From an optimization exercise on the open Yosys and OpenROAD flow, aimed at small area and a short achievable clock period; shortcuts taken in it are not production practice. Only simulation tests tie the RTL to the original design; equivalence was not proved.

==> trial 75 <==
## wb_lms
module wb_lms (
    input  wire        Clk,
    input  wire        Rst,
    input  wire        wb_cyc_i,
    input  wire        wb_stb_i,
    input  wire        wb_we_i,
    input  wire [31:0] wb_adr_i,
    input  wire [15:0] wb_dat_i,
    output reg  [15:0] wb_dat_o,
    output reg         wb_ack_o,
    output reg         irq_o
);
Settings: LEC_CHECK=0, ABC_AREA=1, CAP_MARGIN=20, CORE_MARGIN=2, CORE_UTILIZATION=55, SETUP_SLACK_MARGIN=2, SLEW_MARGIN=20; clock period 10.0 ns.
standard.sh (not shown) runs the stock make flow with config.mk's settings and CLKGATE_MAP_FILE= SYNTH_SCRIPT=/design/flow/synth_recipe.tcl, a recipe that flattens the netlist after the stock synthesis.
==> flow/flow/run.sh <==
#!/bin/bash
# Standard synthesis, then full adders flipped to drop the inverters between them, then the
# standard layout from the floorplan on.
set -euo pipefail
R=$PWD/orfs/results/$FLOW_PLATFORM/wb_lms/base
bash standard.sh "$R/1_2_yosys.v" > synth.log 2>&1
python3 flow/fixinv.py "$R/1_2_yosys.v" "$R/1_2_yosys.fixed.v" > fixinv.log 2>&1
cp "$R/1_2_yosys.v" "$R/1_2_yosys.orig.v"
mv "$R/1_2_yosys.fixed.v" "$R/1_2_yosys.v"
touch "$R/1_2_yosys.v"
bash standard.sh > layout.log 2>&1
==> flow/flow/fixinv.py <==
#!/usr/bin/env python3
"""Push inverters through full adders in a Yosys netlist.

A full adder is self-dual: FA(~a,~b,~c) = (~sum, ~cout). The adder extraction of the
standard synthesis leaves many inverters between full adders; this script chooses, for
every full adder, whether it works on inverted signals, so that as few inverters as
possible remain, and rewrites the netlist with only those inverters.
usage: fixinv.py in.v out.v
"""
import re, sys, random

src = open(sys.argv[1]).read()
inst_re = re.compile(r'^  (sky130_fd_sc_hd__\w+) (\S+) +\(\n((?:    \.\w+\([^\n]*\),?\n)+)  \);\n', re.M)
pin_re = re.compile(r'    \.(\w+)\((.*)\),?$')
cells = []  # [type, name, [(pin, net)], span]
for m in inst_re.finditer(src):
    pins = [pin_re.match(l).groups() for l in m.group(3).rstrip('\n').split('\n')]
    cells.append([m.group(1), m.group(2), pins, m.span()])

ninst = len(re.findall(r'^  sky130_fd_sc_hd__\w+ ', src, re.M))
if ninst != len(cells) or re.search(r'^\s*assign ', src, re.M):
    print(f"netlist not understood ({ninst} instances, {len(cells)} parsed); left as it is", file=sys.stderr)
    open(sys.argv[2], "w").write(src)
    sys.exit(0)
OUTP = {'X', 'Y', 'Q', 'Q_N', 'SUM', 'COUT', 'HI', 'LO'}
mod_m = re.search(r'^module \w+\((.*?)\);', src, re.M | re.S)
ports = set()
for m in re.finditer(r'^\s*(input|output)\s+(\[\d+:\d+\]\s+)?(\S+);', src, re.M):
    ports.add(m.group(3))
def base_name(n):
    n = n.strip()
    if n.startswith('\\'):
        return n.split(' ')[0][1:]
    return re.sub(r'\[\d+\]$', '', n)
def is_port(n):
    return base_name(n) in ports

def is_inv(t):
    return re.match(r'sky130_fd_sc_hd__(clk)?inv_\d+$', t) is not None
def is_fa(t):
    return re.match(r'sky130_fd_sc_hd__fa_\d+$', t) is not None

driver = {}
inv_of = {}  # out net -> in net for collapsible inverters
for ci, (t, name, pins, span) in enumerate(cells):
    for p, n in pins:
        if p in OUTP:
            driver[n.strip()] = ci
for ci, (t, name, pins, span) in enumerate(cells):
    if is_inv(t):
        d = dict(pins)
        o, a = d['Y'].strip(), d['A'].strip()
        if not is_port(o):
            inv_of[o] = a

def resolve(n):
    c = 0
    while n in inv_of:
        n = inv_of[n]; c ^= 1
    return n, c

flip = [0] * len(cells)
def is_x(t):
    return re.match(r'sky130_fd_sc_hd__x(n)?or2_1$', t) is not None
fa_ids = [ci for ci, c in enumerate(cells) if is_fa(c[0])]
x_ids = [ci for ci, c in enumerate(cells) if is_x(c[0])]
# consumer pins: (ci, pin, base, c)
cons = []
for ci, (t, name, pins, span) in enumerate(cells):
    if ci in () or (is_inv(t) and dict(pins)['Y'].strip() in inv_of):
        continue
    for pi, (p, n) in enumerate(pins):
        if p in OUTP: continue
        n = n.strip()
        if n.startswith("1'b") or n == '': continue
        b, c = resolve(n)
        cons.append((ci, pi, b, c))
by_base = {}
by_cell = {}
for k, (ci, pi, b, c) in enumerate(cons):
    by_base.setdefault(b, []).append(k)
    by_cell.setdefault(ci, []).append(k)
def f_drv(b):
    d = driver.get(b)
    return flip[d] if d is not None else 0
isfa = [is_fa(c[0]) for c in cells]
def need(k):
    ci, pi, b, c = cons[k]
    return c ^ (flip[ci] if isfa[ci] else 0) ^ f_drv(b)
ninv = {}
for b, ks in by_base.items():
    ninv[b] = sum(need(k) for k in ks)
def cost():
    return sum(1 for v in ninv.values() if v > 0)
start = cost()
outs_of = {ci: [n.strip() for p, n in cells[ci][2] if p in OUTP] for ci in fa_ids + x_ids}
def affected(ci):
    ks = set(by_cell.get(ci, [])) if isfa[ci] else set()
    for o in outs_of[ci]:
        ks.update(by_base.get(o, []))
    return ks
def do_flip(ci):
    ks = affected(ci)
    bases = set(cons[k][2] for k in ks)
    before = sum(1 for b in bases if ninv[b] > 0)
    for k in ks: ninv[cons[k][2]] -= need(k)
    flip[ci] ^= 1
    for k in ks: ninv[cons[k][2]] += need(k)
    after = sum(1 for b in bases if ninv[b] > 0)
    return after - before
import math
fl_ids = fa_ids + x_ids
random.seed(1)
cur = cost()
best = cur; bestflip = flip[:]
T = 2.0
nmoves = 400000
for it in range(nmoves):
    ci = random.choice(fl_ids)
    d = do_flip(ci)
    if d <= 0 or random.random() < math.exp(-d / T):
        cur += d
        if cur < best:
            best = cur; bestflip = flip[:]
    else:
        do_flip(ci)
    T = max(0.02, 2.0 * (1 - it / nmoves))
for ci in fl_ids:
    if flip[ci] != bestflip[ci]:
        do_flip(ci)
end = cost()
print(f"inverters: {len(inv_of)} collapsible, nets needing one before {start}, after {end}", file=sys.stderr)

# rewrite
newinv = {}
def esc(n):
    return n + ' ' if n.startswith('\\') else n
def inv_net(b):
    if b not in newinv:
        newinv[b] = f"_fixinv{len(newinv)}_"
    return newinv[b]
pieces = []
last = 0
for ci, (t, name, pins, span) in enumerate(cells):
    pieces.append(src[last:span[0]])
    last = span[1]
    if is_inv(t) and dict(pins)['Y'].strip() in inv_of:
        continue
    ks = {cons[k][1]: k for k in by_cell.get(ci, [])}
    lines = []
    for pi, (p, n) in enumerate(pins):
        if pi in ks:
            k = ks[pi]
            b = cons[k][2]
            n = inv_net(b) if need(k) else esc(b)
        if is_x(t) and flip[ci] and p in ('X', 'Y'):
            p = 'Y' if p == 'X' else 'X'
        lines.append(f"    .{p}({n})")
    if is_x(t) and flip[ci]:
        t = t.replace('xnor2', 'XOR2') if 'xnor2' in t else t.replace('xor2', 'xnor2')
        t = t.replace('XOR2', 'xor2')
    pieces.append(f"  {t} {name} (\n" + ",\n".join(lines) + "\n  );\n")
pieces.append(src[last:])
out = "".join(pieces)
decl = "".join(f"  wire {v};\n" for v in newinv.values())
cellsv = "".join(f"  sky130_fd_sc_hd__inv_1 _fixinvc{i}_ (\n    .A({esc(b)}),\n    .Y({v})\n  );\n" for i, (b, v) in enumerate(newinv.items()))
k = out.rfind("endmodule")
out = out[:k] + cellsv + out[k:]
# declarations after the module header
m = re.search(r'^module \w+\(.*?\);\n', out, re.M | re.S)
out = out[:m.end()] + decl + out[m.end():]
open(sys.argv[2], "w").write(out)
==> inputs of trial 19, as changes to trial 75 <==
--- a/flow/design.v
+++ b/flow/design.v
@@ -3,41 +3,46 @@
     input Rst,
     input mode_train,
     input [15:0] x_in,
     input [15:0] d_in,
     output [15:0] y_out,
     output [15:0] err,
     output [15:0] w0, w1, w2, w3
 );
-  reg [15:0] wn0, wn1, wn2, wn3;
-  reg [7:0] x0_neg, x0_one, x0_two;
-  reg [7:0] x1_neg, x1_one, x1_two;
-  reg [7:0] x2_neg, x2_one, x2_two;
-  reg [7:0] x3_neg, x3_one, x3_two;
+  reg [15:0] nwn0, nwn1, nwn2, nwn3;
+  wire [15:0] wn0 = ~nwn0, wn1 = ~nwn1, wn2 = ~nwn2, wn3 = ~nwn3;
+  reg [7:0] x0_neg, x0_none, x0_ntwo;
+  wire [7:0] x0_one = ~x0_none, x0_two = ~x0_ntwo;
+  reg [7:0] x1_neg, x1_none, x1_ntwo;
+  wire [7:0] x1_one = ~x1_none, x1_two = ~x1_ntwo;
+  reg [7:0] x2_neg, x2_none, x2_ntwo;
+  wire [7:0] x2_one = ~x2_none, x2_two = ~x2_ntwo;
+  reg [7:0] x3_neg, x3_none, x3_ntwo;
+  wire [7:0] x3_one = ~x3_none, x3_two = ~x3_ntwo;
   wire [16:0] xe = {x_in, 1'b0};
   wire [7:0] e_neg, e_one, e_two;
   genvar g;
   generate for (g = 0; g < 8; g = g + 1) begin : enc
     wire b2 = xe[2*g+2], b1 = xe[2*g+1], b0 = xe[2*g];
     assign e_one[g] = b1 ^ b0;
     assign e_two[g] = (b2 & ~b1 & ~b0) | (~b2 & b1 & b0);
     assign e_neg[g] = b2 & ~(b1 & b0);
   end endgenerate
   always @(posedge Clk or posedge Rst) begin
     if (Rst) begin
-      x0_neg <= 8'd0; x0_one <= 8'd0; x0_two <= 8'd0;
-      x1_neg <= 8'd0; x1_one <= 8'd0; x1_two <= 8'd0;
-      x2_neg <= 8'd0; x2_one <= 8'd0; x2_two <= 8'd0;
-      x3_neg <= 8'd0; x3_one <= 8'd0; x3_two <= 8'd0;
+      x0_neg <= 8'd0; x0_none <= 8'd0; x0_ntwo <= 8'd0;
+      x1_neg <= 8'd0; x1_none <= 8'd0; x1_ntwo <= 8'd0;
+      x2_neg <= 8'd0; x2_none <= 8'd0; x2_ntwo <= 8'd0;
+      x3_neg <= 8'd0; x3_none <= 8'd0; x3_ntwo <= 8'd0;
     end else begin
-      x3_neg <= x2_neg; x3_one <= x2_one; x3_two <= x2_two;
-      x2_neg <= x1_neg; x2_one <= x1_one; x2_two <= x1_two;
-      x1_neg <= x0_neg; x1_one <= x0_one; x1_two <= x0_two;
-      x0_neg <= e_neg; x0_one <= e_one; x0_two <= e_two;
+      x3_neg <= x2_neg; x3_none <= x2_none; x3_ntwo <= x2_ntwo;
+      x2_neg <= x1_neg; x2_none <= x1_none; x2_ntwo <= x1_ntwo;
+      x1_neg <= x0_neg; x1_none <= x0_none; x1_ntwo <= x0_ntwo;
+      x0_neg <= e_neg; x0_none <= ~e_one; x0_ntwo <= ~e_two;
     end
   end
   wire yss_1;
   wire ysc_2;
   assign yss_1 = x0_neg[0] ^ x1_neg[0] ^ x2_neg[0];
   assign ysc_2 = (x0_neg[0] & x1_neg[0]) | (x0_neg[0] & x2_neg[0]) | (x1_neg[0] & x2_neg[0]);
   wire yss_3;
   wire ysc_4;
@@ -7320,19 +7325,19 @@
   assign wa3s_3559 = wa3p_3478 ^ wa3G_3539;
   wire wa3s_3560;
   assign wa3s_3560 = wa3p_3480 ^ wa3G_3541;
   wire wa3s_3561;
   assign wa3s_3561 = wa3p_3482 ^ wa3G_3543;
   wire [15:0] wn_u3 = {wa3s_3561 ^ r14_3_3419 ^ r15_3_3420, wa3s_3560, wa3s_3559, wa3s_3558, wa3s_3557, wa3s_3556, wa3s_3555, wa3s_3554, wa3s_3553, wa3s_3552, wa3s_3551, wa3s_3550, wa3s_3549, wa3s_3548, wa3s_3547, wa3p_3452};
   always @(posedge Clk or posedge Rst) begin
     if (Rst) begin
-      wn0 <= 16'd0; wn1 <= 16'd0; wn2 <= 16'd0; wn3 <= 16'd0;
+      nwn0 <= 16'hffff; nwn1 <= 16'hffff; nwn2 <= 16'hffff; nwn3 <= 16'hffff;
     end else if (mode_train) begin
-      wn0 <= wn_u0; wn1 <= wn_u1; wn2 <= wn_u2; wn3 <= wn_u3;
+      nwn0 <= ~wn_u0; nwn1 <= ~wn_u1; nwn2 <= ~wn_u2; nwn3 <= ~wn_u3;
     end
   end
   assign w0 = wn0;
   assign w1 = wn1;
   assign w2 = wn2;
   assign w3 = wn3;
 endmodule
 module wb_lms (
--- a/flow/flow/fixinv.py
+++ b/flow/flow/fixinv.py
@@ -158,15 +158,22 @@
         lines.append(f"    .{p}({n})")
     if is_x(t) and flip[ci]:
         t = t.replace('xnor2', 'XOR2') if 'xnor2' in t else t.replace('xor2', 'xnor2')
         t = t.replace('XOR2', 'xor2')
     pieces.append(f"  {t} {name} (\n" + ",\n".join(lines) + "\n  );\n")
 pieces.append(src[last:])
 out = "".join(pieces)
 decl = "".join(f"  wire {v};\n" for v in newinv.values())
-cellsv = "".join(f"  sky130_fd_sc_hd__inv_1 _fixinvc{i}_ (\n    .A({esc(b)}),\n    .Y({v})\n  );\n" for i, (b, v) in enumerate(newinv.items()))
+# inv_2 has the area of inv_1: use it where an inverter drives more than two pins
+nfo = {}
+for k in range(len(cons)):
+    if need(k):
+        nfo[cons[k][2]] = nfo.get(cons[k][2], 0) + 1
+def invcell(b):
+    return "inv_2" if nfo.get(b, 0) > 2 else "inv_1"
+cellsv = "".join(f"  sky130_fd_sc_hd__{invcell(b)} _fixinvc{i}_ (\n    .A({esc(b)}),\n    .Y({v})\n  );\n" for i, (b, v) in enumerate(newinv.items()))
 k = out.rfind("endmodule")
 out = out[:k] + cellsv + out[k:]
 # declarations after the module header
 m = re.search(r'^module \w+\(.*?\);\n', out, re.M | re.S)
 out = out[:m.end()] + decl + out[m.end():]
 open(sys.argv[2], "w").write(out)
Settings changed: CTS_BUF_LIST from default to sky130_fd_sc_hd__clkbuf_4 sky130_fd_sc_hd__clkbuf_8.
==> summary of the runs <==
Trial 19 finished clean. Trial 75 passed the timing, design-rule and antenna checks.
In trial 19 the global-route usage is lower than in trial 75, by 0.40 points.
In critical path depth, trial 75 and trial 19 do not differ.
Area after synthesis is about the same in trial 19 and trial 75.
Fmax is about the same in trial 19 and trial 75.
Die area is about the same in trial 75 and trial 19.
Against trial 19, the synthesized cell count of trial 75 is lower by about 0.8%.
Between trial 75 and trial 19, the lower utilization is in trial 19 (gap 1.2 points).
==> figures <==
| quantity | trial 19 | trial 75 |
|---|---|---|
| Result of the run | no timing/DRC/antenna violations | no timing/DRC/antenna violations |
| Die Wd | 316 um | 316 um |
| Worst R2R Setup Slack | 2.26 ns | 2.25 ns |
| Routed met2 length | 82400 um | 86700 um |
| Slowest-stage cell, CP | dfrtp_1 | inv_1 |
| Clock latency reported for the late side of the worst-skew pair | 0.81 ns | 0.66 ns |
| Clk pin slew, worst setup/hold paths | 0.07 ns | 0.06 ns |
| Number of non-filler instances in the completed layout | 6654 | 6764 |
| CTS Root Cell | clkbuf_8 | clkbuf_16 |
| Layout Utilization | 0.579 | 0.591 |
| Cell count after placement | 6553 | 6639 |
| Instance count of the mapped netlist | 5681 | 5634 |
| Met1 Use GR | 0.533 | 0.524 |
| Met3 usage in global routing | 0.138 | 0.141 |
| Drt wl/cell | 29.7 um | 29.7 um |

==> port drivers added, routing unchanged <==
Ports are ideal in the flow. The routed layouts listed here were re-timed in OpenROAD.
Step 1 sets driving cells, clkbuf_16 on the clock port and buf_2 on the other inputs (assumed; they add their load-dependent delay and slew).
Step 2, shift: input delay + t, output delay - t, t = (earliest + latest rising clock arrival at the registers) / 2. This alone moves slack from input paths to output paths.
a / b / c = no drivers / after step 1 / after step 2; a / b = the first two.
| run | t (ns) | setup WS [ns] | cell pins on the clock port's net |
|---|---|---|---|
| trial 75 | 0.709 | 2.252 / 2.252 / 2.252 | 1 |
| trial 19 | 0.835 | 2.261 / 2.261 / 2.261 | 1 |
After both steps setup and hold are still met in every run listed.
